From an optimization exercise on the open Yosys and OpenROAD flow, aimed at small area; shortcuts taken in it are not production practice. At most, simulation tests tie the RTL to the original design; equivalence was not proved. Power and IR drop assume default switching activity.

==> flow/design.v <==
module TopModule(
input InputKey, ValidCmd, RWMem, ConfigDiv, Reset, Clk,
input[7:0] Addr, InA, InB,
input[3:0] Sel,
input[31:0] DIn,
output CalcActive, CalcMode, Busy, DOutValid, ClkTx,
output [3:0] DataOut);
reg Active, Mode, CorrectInput;
reg [1:0] kst;
always @(posedge Clk or posedge Reset)
begin
    if (Reset)
    begin
        Active <= 1'b0;
        Mode <= 1'b0;
        CorrectInput <= 1'b0;
        kst <= 2'b00;
    end
    else
    begin
        if (ValidCmd && !CorrectInput)
            case ({InputKey, kst})
                3'b1_00: kst <= 2'b01;
                3'b0_01: kst <= 2'b10;
                3'b1_10: kst <= 2'b11;
                3'b0_11: CorrectInput <= 1'b1;
                default: kst <= 2'b00;
            endcase
        if (CorrectInput && !Busy)
        begin
            Active <= 1'b1;
            Mode <= InputKey;
        end
    end
end
reg AccessMem, RWMemC, SampleData, TxData, BusyR, rwen;
reg [1:0] rwFlag, cs;
wire TxDone;
wire RW = Active && RWMem;
assign Busy = BusyR;
always @(posedge Clk or posedge Reset)
begin
    if (Reset)
    begin
        AccessMem <= 1'b0;
        RWMemC <= 1'b0;
        SampleData <= 1'b0;
        TxData <= 1'b0;
        BusyR <= 1'b0;
        rwFlag <= 2'b00;
        cs <= 2'b00;
        rwen <= 1'b0;
    end
    else if (Mode == 1'b1 && rwFlag != 2'b10)
    begin
        rwFlag <= 2'b01;
        casex ({cs, ValidCmd, Active, RW, TxDone})
            6'b00_1_1_0_x: {cs, AccessMem, RWMemC, BusyR, rwen} <= 6'b01_1_0_1_1;
            6'b00_1_1_1_x: {cs, AccessMem, RWMemC, TxData, BusyR, rwen} <= 7'b11_1_1_1_1_0;
            6'b01_x_1_x_0: {cs, SampleData, AccessMem} <= 4'b10_1_0;
            6'b10_x_1_x_0: {cs, TxData, SampleData} <= 4'b11_1_0;
            6'b11_x_1_x_x: begin
                TxData <= 1'b0;
                if ((TxDone && rwen) || (!RW && !rwen))
                    {cs, BusyR, TxData, AccessMem, RWMemC} <= 6'b00_0_0_0_0;
            end
            default: {cs, AccessMem, RWMemC, SampleData, TxData, BusyR, rwFlag} <= 9'b00_0_0_0_0_0_00;
        endcase
    end
    else if (Mode == 1'b0 && rwFlag != 2'b01)
    begin
        rwFlag <= 2'b10;
        casex ({cs, ValidCmd, Active, TxDone})
            5'b00_1_1_x: {cs, SampleData, BusyR} <= 4'b01_1_1;
            5'b01_x_1_0: {cs, SampleData, TxData} <= 4'b10_0_1;
            5'b10_x_1_x: begin
                TxData <= 1'b0;
                if (TxDone)
                    {cs, BusyR} <= 3'b00_0;
            end
            default: {AccessMem, RWMemC, BusyR, rwFlag} <= 5'b0_0_0_00;
        endcase
    end
end
wire [19:0] wdata = {Sel, InB, InA};
wire inRange = (Addr[7:3] == 5'd0);
wire memWrite = AccessMem && RWMemC && inRange;
wire memRead = AccessMem && !RWMemC;
reg [19:0] m0, m1, m2, m3, m4, m5, m6, m7;
reg [7:0] mv;
reg [2:0] rdAddr;      
reg rdValid;           
always @(posedge Clk)
begin
    if (memWrite && Addr[2:0] == 3'd0) m0 <= wdata;
    if (memWrite && Addr[2:0] == 3'd1) m1 <= wdata;
    if (memWrite && Addr[2:0] == 3'd2) m2 <= wdata;
    if (memWrite && Addr[2:0] == 3'd3) m3 <= wdata;
    if (memWrite && Addr[2:0] == 3'd4) m4 <= wdata;
    if (memWrite && Addr[2:0] == 3'd5) m5 <= wdata;
    if (memWrite && Addr[2:0] == 3'd6) m6 <= wdata;
    if (memWrite && Addr[2:0] == 3'd7) m7 <= wdata;
end
reg [19:0] rdMux;
always @(*)
    case (rdAddr)
        3'd0: rdMux = m0;
        3'd1: rdMux = m1;
        3'd2: rdMux = m2;
        3'd3: rdMux = m3;
        3'd4: rdMux = m4;
        3'd5: rdMux = m5;
        3'd6: rdMux = m6;
        default: rdMux = m7;
    endcase
always @(posedge Clk)
    if (memRead)
        rdAddr <= Addr[2:0];
always @(posedge Clk or posedge Reset)
begin
    if (Reset)
    begin
        mv <= 8'd0;
        rdValid <= 1'b0;
    end
    else
    begin
        if (memWrite)
            mv[Addr[2:0]] <= 1'b1;
        if (memRead)
            rdValid <= inRange;
    end
end
localparam PA = 2'd0, PB = 2'd1, PC = 2'd2;
reg [31:0] T;         
reg Tl;
reg ClkOut;
reg [1:0] ph;
reg [30:0] d;
wire Tload = !Active && ConfigDiv;
wire [31:0] Tn = Tload ? DIn : T;
wire Thi0 = (T[31:2] == 30'd0);
wire Tis0 = !Tl || (Thi0 && T[1:0] == 2'd0);
wire Tis1 = Tl && Thi0 && T[1:0] == 2'd1;
wire Tis2 = Thi0 && T[1:0] == 2'd2;
wire dGt1 = (d[30:1] != 30'd0);
wire dHi0 = (d[30:2] == 29'd0);
wire dEnd = dHi0 && (T[0] ? d[1:0] == 2'd1 : d[1:0] == 2'd2);
wire lowC = !Tis0 && ((ph == PC) || (ph == PA && dGt1));    
wire TxTick = Active && (Tis1 || (!ClkOut && lowC));
wire dReload = !Active || ph == PC || (ph == PA && !dGt1);
always @(posedge Clk or posedge Reset)
begin
    if (Reset)
    begin
        Tl <= 1'b0;
        ClkOut <= 1'b0;
    end
    else
    begin
        if (Tload)
            Tl <= 1'b1;
        ClkOut <= Active && (Tis1 || lowC);
    end
end
always @(posedge Clk)
begin
    T <= Tn;
    d <= dReload ? Tn[31:1] : d - 31'd1;
    if (!Active)
        ph <= PA;
    else
        case (ph)
            PA: if (!dGt1)
                    ph <= Tis2 ? PC : PB;
            PB: if (dEnd)
                    ph <= PC;
            default:
                ph <= PA;
        endcase
end
assign ClkTx = ClkOut;
reg TxStart, DataValid, TxDoneR, TxBusy;
reg [3:0] Dout;
reg [3:0] cnt;        
reg [3:0] k;
reg [19:0] R;
assign TxDone = TxDoneR;
wire [19:0] dinRaw = Mode ? rdMux : wdata;
wire dinNz = Mode ? (rdValid && mv[rdAddr]) : 1'b1;
wire [31:0] word;
CalcALU alu(.raw(R), .word(word));
reg [3:0] nib;
always @(*)
    case (k[2:0])
        3'd0: nib = word[31:28];
        3'd1: nib = word[27:24];
        3'd2: nib = word[23:20];
        3'd3: nib = word[19:16];
        3'd4: nib = word[15:12];
        3'd5: nib = word[11:8];
        3'd6: nib = word[7:4];
        default: nib = word[3:0];
    endcase
reg TxStart_n, DataValid_n, TxDone_n, TxBusy_n, load;
reg [3:0] Dout_n, cnt_n, k_n;
always @(*)
begin
    TxStart_n = TxStart;
    DataValid_n = DataValid;
    TxDone_n = TxDoneR;
    TxBusy_n = TxBusy;
    Dout_n = Dout;
    cnt_n = cnt;
    k_n = k;
    load = 1'b0;
    if (SampleData && !TxData)
    begin
        load = 1'b1;
        k_n = dinNz ? 4'd0 : 4'd8;
        DataValid_n = 1'b1;
        TxStart_n = 1'b0;
        TxDone_n = 1'b0;
    end
    else if (!SampleData && TxData && DataValid)
    begin
        TxStart_n = 1'b1;
        TxBusy_n = 1'b1;
        TxDone_n = 1'b0;
    end
    if (TxTick)
    begin
        TxDone_n = 1'b0;
        if (TxStart_n)
        begin
            if (!cnt[3])
            begin
                Dout_n = k[3] ? 4'd0 : nib;
                k_n = k[3] ? 4'd8 : k + 4'd1;
                cnt_n = cnt + 4'd1;
            end
            else
            begin
                k_n = 4'd8;
                DataValid_n = 1'b0;
                Dout_n = 4'd0;
                TxDone_n = 1'b1;
                TxStart_n = 1'b0;
                TxBusy_n = 1'b0;
                cnt_n = 4'd0;
            end
        end
    end
end
always @(posedge Clk or posedge Reset)
begin
    if (Reset)
    begin
        TxStart <= 1'b0;
        DataValid <= 1'b0;
        TxDoneR <= 1'b0;
        TxBusy <= 1'b0;
        Dout <= 4'd0;
        cnt <= 4'd0;
        k <= 4'd8;
    end
    else
    begin
        TxStart <= TxStart_n;
        DataValid <= DataValid_n;
        TxDoneR <= TxDone_n;
        TxBusy <= TxBusy_n;
        Dout <= Dout_n;
        cnt <= cnt_n;
        k <= k_n;
    end
end
always @(posedge Clk)
    if (load)
        R <= dinRaw;
assign CalcActive = Active;
assign CalcMode = Mode;
assign DOutValid = TxBusy;
assign DataOut = Dout;
endmodule
module CalcALU(input [19:0] raw, output [31:0] word);
  wire [7:0] A = raw[7:0];
  wire [7:0] B = raw[15:8];
  wire [3:0] S = raw[19:16];
  genvar i, j;
  wire sub = (S != 4'd0);
  wire [7:0] Bx = B ^ {8{sub}};
  wire [8:0] c;
  wire [7:0] as;
  assign c[0] = sub;
  generate for (j = 0; j < 8; j = j + 1) begin : ad
    assign as[j] = A[j] ^ Bx[j] ^ c[j];
    assign c[j+1] = (A[j] & Bx[j]) | (c[j] & (A[j] ^ Bx[j]));
  end endgenerate
  wire [7:0] row [0:7];
  assign row[0] = A & {8{B[0]}};
  generate for (i = 1; i < 8; i = i + 1) begin : mr
    wire [7:0] pp = (A << i) & {8{B[i]}};
    wire [8:0] cc;
    assign cc[0] = 1'b0;
    for (j = 0; j < 8; j = j + 1) begin : b
      assign row[i][j] = row[i-1][j] ^ pp[j] ^ cc[j];
      assign cc[j+1] = (row[i-1][j] & pp[j]) | (cc[j] & (row[i-1][j] ^ pp[j]));
    end
  end endgenerate
  wire [7:0] mul = row[7];
  wire [7:0] q;
  wire [7:0] rem [0:8];
  assign rem[8] = 8'd0;
  generate for (i = 7; i >= 0; i = i - 1) begin : dv
    localparam W = 8 - i;
    wire [W-1:0] x;
    if (W == 1) assign x = A[i]; else assign x = {rem[i+1][W-2:0], A[i]};
    wire [W:0] bw;
    wire [W-1:0] df;
    assign bw[0] = 1'b0;
    for (j = 0; j < W; j = j + 1) begin : b
      assign df[j] = x[j] ^ B[j] ^ bw[j];
      assign bw[j+1] = (~x[j] & B[j]) | (~(x[j] ^ B[j]) & bw[j]);
    end
    wire hz;
    if (W == 8) assign hz = 1'b1; else assign hz = ~|B[7:W];
    assign q[i] = hz & ~bw[W];
    wire [W-1:0] rn = q[i] ? df : x;
    if (W == 8) assign rem[i] = rn; else assign rem[i] = {{(8-W){1'b0}}, rn};
  end endgenerate
  wire bz = (B == 8'd0);
  wire [8:0] sx = S[0] ? {1'b0, A} : {A[0], A[1], A[2], A[3], A[4], A[5], A[6], A[7], 1'b0};
  wire [8:0] sy = (B[7:4] != 4'd0) ? 9'd0 : (sx >> B[3:0]);
  reg [7:0] Out;
  reg [3:0] Flag;
  always @(*)
  begin
    Flag = 4'h0;
    case (S)
      4'h0: begin Out = as; Flag[1] = c[8]; end
      4'h1: begin Out = as; Flag[3] = !c[8]; end
      4'h2: begin Out = mul; Flag[2] = (A[7:4] != 4'd0) && (B[7:4] != 4'd0); end
      4'h3: begin Out = bz ? 8'd0 : q; Flag[3] = !c[8]; end
      4'h4: begin Out = {sy[1], sy[2], sy[3], sy[4], sy[5], sy[6], sy[7], sy[8]}; Flag[1] = sy[0]; end
      4'h5: begin Out = sy[8:1]; Flag[1] = sy[0]; end
      4'h6: Out = A & B;
      4'h7: Out = A | B;
      4'h8: Out = A ^ B;
      4'h9: Out = A ~^ B;
      4'hA: Out = ~(A & B);
      4'hB: Out = ~(A | B);
      default: Out = 8'h00;
    endcase
    Flag[0] = (Out == 8'd0) && !(S[3] && S[2]);
  end
  assign word = {Flag, S, Out, B, A};
endmodule
clock: 20.0 ns
lec_check: 0
cap_margin: 20
core_margin: 2
core_utilization: 40
place_density: 0.6
slew_margin: 20
run.sh (not shown) runs the stock make flow with config.mk's settings and CLKGATE_MAP_FILE= SYNTH_SCRIPT=/design/flow/synth_recipe.tcl, a recipe that flattens the netlist after the stock synthesis.
Then changed:
--- a/flow/design.v
+++ b/flow/design.v
@@ -85,14 +85,14 @@
 wire [19:0] wdata = {Sel, InB, InA};
 wire inRange = (Addr[7:3] == 5'd0);
 wire memWrite = AccessMem && RWMemC && inRange;
 wire memRead = AccessMem && !RWMemC;
 reg [19:0] m0, m1, m2, m3, m4, m5, m6, m7;
 reg [7:0] mv;
-reg [2:0] rdAddr;      
-reg rdValid;           
+reg [19:0] rdData;
+reg rdValid;
 always @(posedge Clk)
 begin
     if (memWrite && Addr[2:0] == 3'd0) m0 <= wdata;
     if (memWrite && Addr[2:0] == 3'd1) m1 <= wdata;
     if (memWrite && Addr[2:0] == 3'd2) m2 <= wdata;
     if (memWrite && Addr[2:0] == 3'd3) m3 <= wdata;
@@ -100,38 +100,38 @@
     if (memWrite && Addr[2:0] == 3'd5) m5 <= wdata;
     if (memWrite && Addr[2:0] == 3'd6) m6 <= wdata;
     if (memWrite && Addr[2:0] == 3'd7) m7 <= wdata;
 end
 reg [19:0] rdMux;
 always @(*)
-    case (rdAddr)
+    case (Addr[2:0])
         3'd0: rdMux = m0;
         3'd1: rdMux = m1;
         3'd2: rdMux = m2;
         3'd3: rdMux = m3;
         3'd4: rdMux = m4;
         3'd5: rdMux = m5;
         3'd6: rdMux = m6;
         default: rdMux = m7;
     endcase
 always @(posedge Clk)
     if (memRead)
-        rdAddr <= Addr[2:0];
+        rdData <= rdMux;
 always @(posedge Clk or posedge Reset)
 begin
     if (Reset)
     begin
         mv <= 8'd0;
         rdValid <= 1'b0;
     end
     else
     begin
         if (memWrite)
             mv[Addr[2:0]] <= 1'b1;
         if (memRead)
-            rdValid <= inRange;
+            rdValid <= inRange && mv[Addr[2:0]];
     end
 end
 localparam PA = 2'd0, PB = 2'd1, PC = 2'd2;
 reg [31:0] T;         
 reg Tl;
 reg ClkOut;
@@ -183,14 +183,14 @@
 reg TxStart, DataValid, TxDoneR, TxBusy;
 reg [3:0] Dout;
 reg [3:0] cnt;        
 reg [3:0] k;
 reg [19:0] R;
 assign TxDone = TxDoneR;
-wire [19:0] dinRaw = Mode ? rdMux : wdata;
-wire dinNz = Mode ? (rdValid && mv[rdAddr]) : 1'b1;
+wire [19:0] dinRaw = Mode ? rdData : wdata;
+wire dinNz = Mode ? rdValid : 1'b1;
 wire [31:0] word;
 CalcALU alu(.raw(R), .word(word));
 reg [3:0] nib;
 always @(*)
     case (k[2:0])
         3'd0: nib = word[31:28];
=> The changed run passed the timing, DRC and antenna checks; area after synthesis climbs by 2.9%; cell count grows by 0.30%; clock-buffer cell count stays the same; sequential power goes up by 2.7%; total power goes down by 2.8%; first-iteration DRC count is higher by 12%; hold slack loses 0.0091 ns; die area is higher by 2.8%; setup slack is worse by 0.26 ns.
The RTL of the first run of this note was laid out without a check of its function.


TopModule, a different RTL version from the one above (not shown whole).
For scale: roughly 1100 cells after synthesis, about 280 flip-flops.
==> flow/config.mk <==
export PLATFORM = sky130hd
export DESIGN_NAME = TopModule
export DESIGN_NICKNAME = TopModule
export VERILOG_FILES = /design/flow/design.v
export SDC_FILE = /design/flow/constraint.sdc
export NUM_CORES = 4
export LEC_CHECK = 0
export CAP_MARGIN = 0
export CORE_MARGIN = 2
export CORE_UTILIZATION = 65
export PLACE_DENSITY = 0.8
export SLEW_MARGIN = 0
export SYNTH_HIERARCHICAL = 1
export SYNTH_MINIMUM_KEEP_SIZE = 0
==> flow/constraint.sdc <==
create_clock -name core_clock -period 20.0 [get_ports {Clk}]
set_input_delay 4.0000 -clock core_clock [delete_from_list [all_inputs] [get_ports {Clk}]]
set_output_delay 4.0000 -clock core_clock [all_outputs]
set_load 0.01 [all_outputs]
standard.sh (not shown) runs the stock make flow with config.mk's settings and CLKGATE_MAP_FILE= SYNTH_SCRIPT=/design/flow/synth_recipe.tcl, a recipe that flattens the netlist after the stock synthesis.
==> flow/flow/run.sh <==
#!/bin/bash
# Standard ORFS layout with smaller port buffers, smaller clock buffers and
# no CTS dummy loads.
set -euo pipefail
export BUFFER_PORTS_ARGS="-buffer_cell sky130_fd_sc_hd__buf_1"
export CTS_ARGS="-sink_clustering_enable -repair_clock_nets -dont_use_dummy_load -buf_list sky130_fd_sc_hd__clkbuf_4 -sink_clustering_size 10 -sink_clustering_max_diameter 35"
bash standard.sh > standard.log 2>&1
Edit:
--- a/flow/design.v
+++ b/flow/design.v
@@ -178,36 +178,32 @@
 assign TxDone = TxDoneR;
 wire load = SampleData && !TxData;
 wire start = !SampleData && TxData && DataValid;
 wire z = rp && !(rdValid && mv[rdAddr]);
 wire [8:0] srcSel = rp ? {1'b0, 8'd1 << rdAddr} : 9'h100;
 wire [19:0] src;
 genvar gb;
 generate for (gb = 0; gb < 20; gb = gb + 1) begin : sp
     SrcBit sb(.m({R[gb], m7[gb], m6[gb], m5[gb], m4[gb], m3[gb], m2[gb], m1[gb], m0[gb]}), .s(srcSel), .o(src[gb]));
 end endgenerate
 wire [31:0] word;
 CalcALU alu(.raw(src), .word(word));
-reg [3:0] nib;
-always @(*)
-    case (cnt[2:0])
-        3'd0: nib = word[31:28];
-        3'd1: nib = word[27:24];
-        3'd2: nib = word[23:20];
-        3'd3: nib = word[19:16];
-        3'd4: nib = word[15:12];
-        3'd5: nib = word[11:8];
-        3'd6: nib = word[7:4];
-        default: nib = word[3:0];
-    endcase
+wire [7:0] nibSel = z ? 8'd0 : (8'd1 << cnt[2:0]);
+wire [3:0] nib;
+genvar gn;
+generate for (gn = 0; gn < 4; gn = gn + 1) begin : nb
+    NibBit ub(.w({word[gn], word[4 + gn], word[8 + gn], word[12 + gn],
+                  word[16 + gn], word[20 + gn], word[24 + gn], word[28 + gn]}),
+              .s(nibSel), .o(nib[gn]));
+end endgenerate
 reg TxStart_n, DataValid_n, TxDone_n;
 reg [3:0] cnt_n, Dout_n;
 always @(*)
 begin
     TxStart_n = TxStart;
     DataValid_n = DataValid;
     TxDone_n = TxDoneR;
     cnt_n = cnt;
     Dout_n = Dout;
     if (load)
     begin
         DataValid_n = 1'b1;
@@ -217,25 +213,25 @@
     else if (start)
     begin
         TxStart_n = 1'b1;
         TxDone_n = 1'b0;
     end
     if (TxTick)
     begin
         TxDone_n = 1'b0;
         if (TxStart_n)
         begin
             if (!cnt[3])
             begin
-                Dout_n = z ? 4'd0 : nib;
+                Dout_n = nib;
                 cnt_n = cnt + 4'd1;
             end
             else
             begin
                 Dout_n = 4'd0;
                 DataValid_n = 1'b0;
                 TxDone_n = 1'b1;
                 TxStart_n = 1'b0;
                 cnt_n = 4'd0;
             end
         end
     end
@@ -321,34 +317,40 @@
   wire [3:0] Flag;
   assign Flag[0] = (Out == 8'd0) && !(S[3] && S[2]);
   assign Flag[1] = (S == 4'h0 && c8) || (|(A & cs));
   assign Flag[2] = eMul && (A[7:4] != 4'd0) && (B[7:4] != 4'd0);
   assign Flag[3] = (S == 4'h1 || S == 4'h3) && !c8;
   assign word = {Flag, S, Out, B, A};
 endmodule
 module AluOutBit(input [2:0] v, input [2:0] e, input [7:0] A, input [7:0] s,
                  input a, input b, input [3:0] tt, output o);
   assign o = (|(v & e)) | (|(A & s)) | tt[{a, b}];
 endmodule
 module AluAddSub(input [7:0] A, input [7:0] B, input sub, output [7:0] S, output co);
-  wire [7:0] Bx = B ^ {8{sub}};
   wire [8:0] c;
   assign c[0] = sub;
   genvar j;
   generate for (j = 0; j < 8; j = j + 1) begin : ad
-    assign S[j] = A[j] ^ Bx[j] ^ c[j];
-    assign c[j+1] = (A[j] & Bx[j]) | (c[j] & (A[j] ^ Bx[j]));
+    wire bx;
+    AddXor ux(.a(B[j]), .b(sub), .y(bx));
+    AddCell ua(.a(A[j]), .b(bx), .ci(c[j]), .s(S[j]), .co(c[j+1]));
   end endgenerate
   assign co = c[8];
 endmodule
+module AddXor(input a, input b, output y);
+  assign y = a ^ b;
+endmodule
+module AddCell(input a, input b, input ci, output s, output co);
+  assign {co, s} = a + b + ci;
+endmodule
 module AluMul(input [7:0] A, input [7:0] B, output [7:0] P);
   wire [7:0] row [0:7];
   assign row[0] = A & {8{B[0]}};
   genvar i, j;
   generate for (i = 1; i < 8; i = i + 1) begin : mr
     wire [7:0] pp = (A << i) & {8{B[i]}};
     wire [8:0] cc;
     assign cc[0] = 1'b0;
     for (j = 0; j < 8; j = j + 1) begin : b
       assign row[i][j] = row[i-1][j] ^ pp[j] ^ cc[j];
       assign cc[j+1] = (row[i-1][j] & pp[j]) | (cc[j] & (row[i-1][j] ^ pp[j]));
     end
@@ -416,15 +418,22 @@
   assign co = (x & nb) | (x & ci) | (nb & ci);
 endmodule
 module DivMux(input a, input b, input s, output o);
   assign o = !(s ? b : a);
 endmodule
 module SrcBit(input [8:0] m, input [8:0] s, output o);
   wire n0, n1, n2;
   Aoi222 u0(.a(m[0]), .b(s[0]), .c(m[1]), .d(s[1]), .e(m[2]), .f(s[2]), .y(n0));
   Aoi222 u1(.a(m[3]), .b(s[3]), .c(m[4]), .d(s[4]), .e(m[5]), .f(s[5]), .y(n1));
   Aoi222 u2(.a(m[6]), .b(s[6]), .c(m[7]), .d(s[7]), .e(m[8]), .f(s[8]), .y(n2));
   assign o = ~(n0 & n1 & n2);
 endmodule
+module NibBit(input [7:0] w, input [7:0] s, output o);
+  wire n0, n1, n2;
+  Aoi222 u0(.a(w[0]), .b(s[0]), .c(w[1]), .d(s[1]), .e(w[2]), .f(s[2]), .y(n0));
+  Aoi222 u1(.a(w[3]), .b(s[3]), .c(w[4]), .d(s[4]), .e(w[5]), .f(s[5]), .y(n1));
+  Aoi222 u2(.a(w[6]), .b(s[6]), .c(w[7]), .d(s[7]), .e(1'b0), .f(1'b0), .y(n2));
+  assign o = ~(n0 & n1 & n2);
+endmodule
 module Aoi222(input a, input b, input c, input d, input e, input f, output y);
   assign y = ~((a & b) | (c & d) | (e & f));
 endmodule
After rerunning:
- clock skew went up by 0.043 ns
- wire length stays flat
- utilization went up by 0.20 points
- via count went up by 1.5%
- global-route usage hardly moves
- die area went down by 0.36%
- total power went up by 3.9%
- count of clock-buffer cells in the layout went up by 1
- area after synthesis went down by 0.36%
- first-iteration DRC count went up by 64%
- hold slack gets better by 0.0058 ns
- worst setup slack gets better by 0.14 ns
No run of this note included a check of the RTL's function; only the layout flow was run.

## static timing again, ports no longer ideal
The flow's constraints put no driver on any port. The routed layouts listed below were extracted and timed again, unchanged, in two steps. Step 1, drivers: a clkbuf_16 drives Clk and a buf_2 each remaining input, both assumed. Step 2 moves the port delays by t, midway between the first and last clock arrival at a register: inputs arrive t later, outputs are due t later. That takes back most of the time a late clock gives input paths. Slacks: no drivers / after step 1 / after step 2; pairs: no drivers / after step 1.
run	shift t [ns]	setup slack, ns	worst data-port slew with drivers (ns)
the first run of note 1	0.607	5.118 / 5.118 / 5.118	0.05
the second run of note 1	0.561	4.858 / 4.858 / 4.858	0.07
the first run of note 2	0.639	1.427 / 1.427 / 1.427	0.07
the second run of note 2	0.644	1.569 / 1.569 / 1.569	0.08
After both steps every run listed still meets setup and hold.
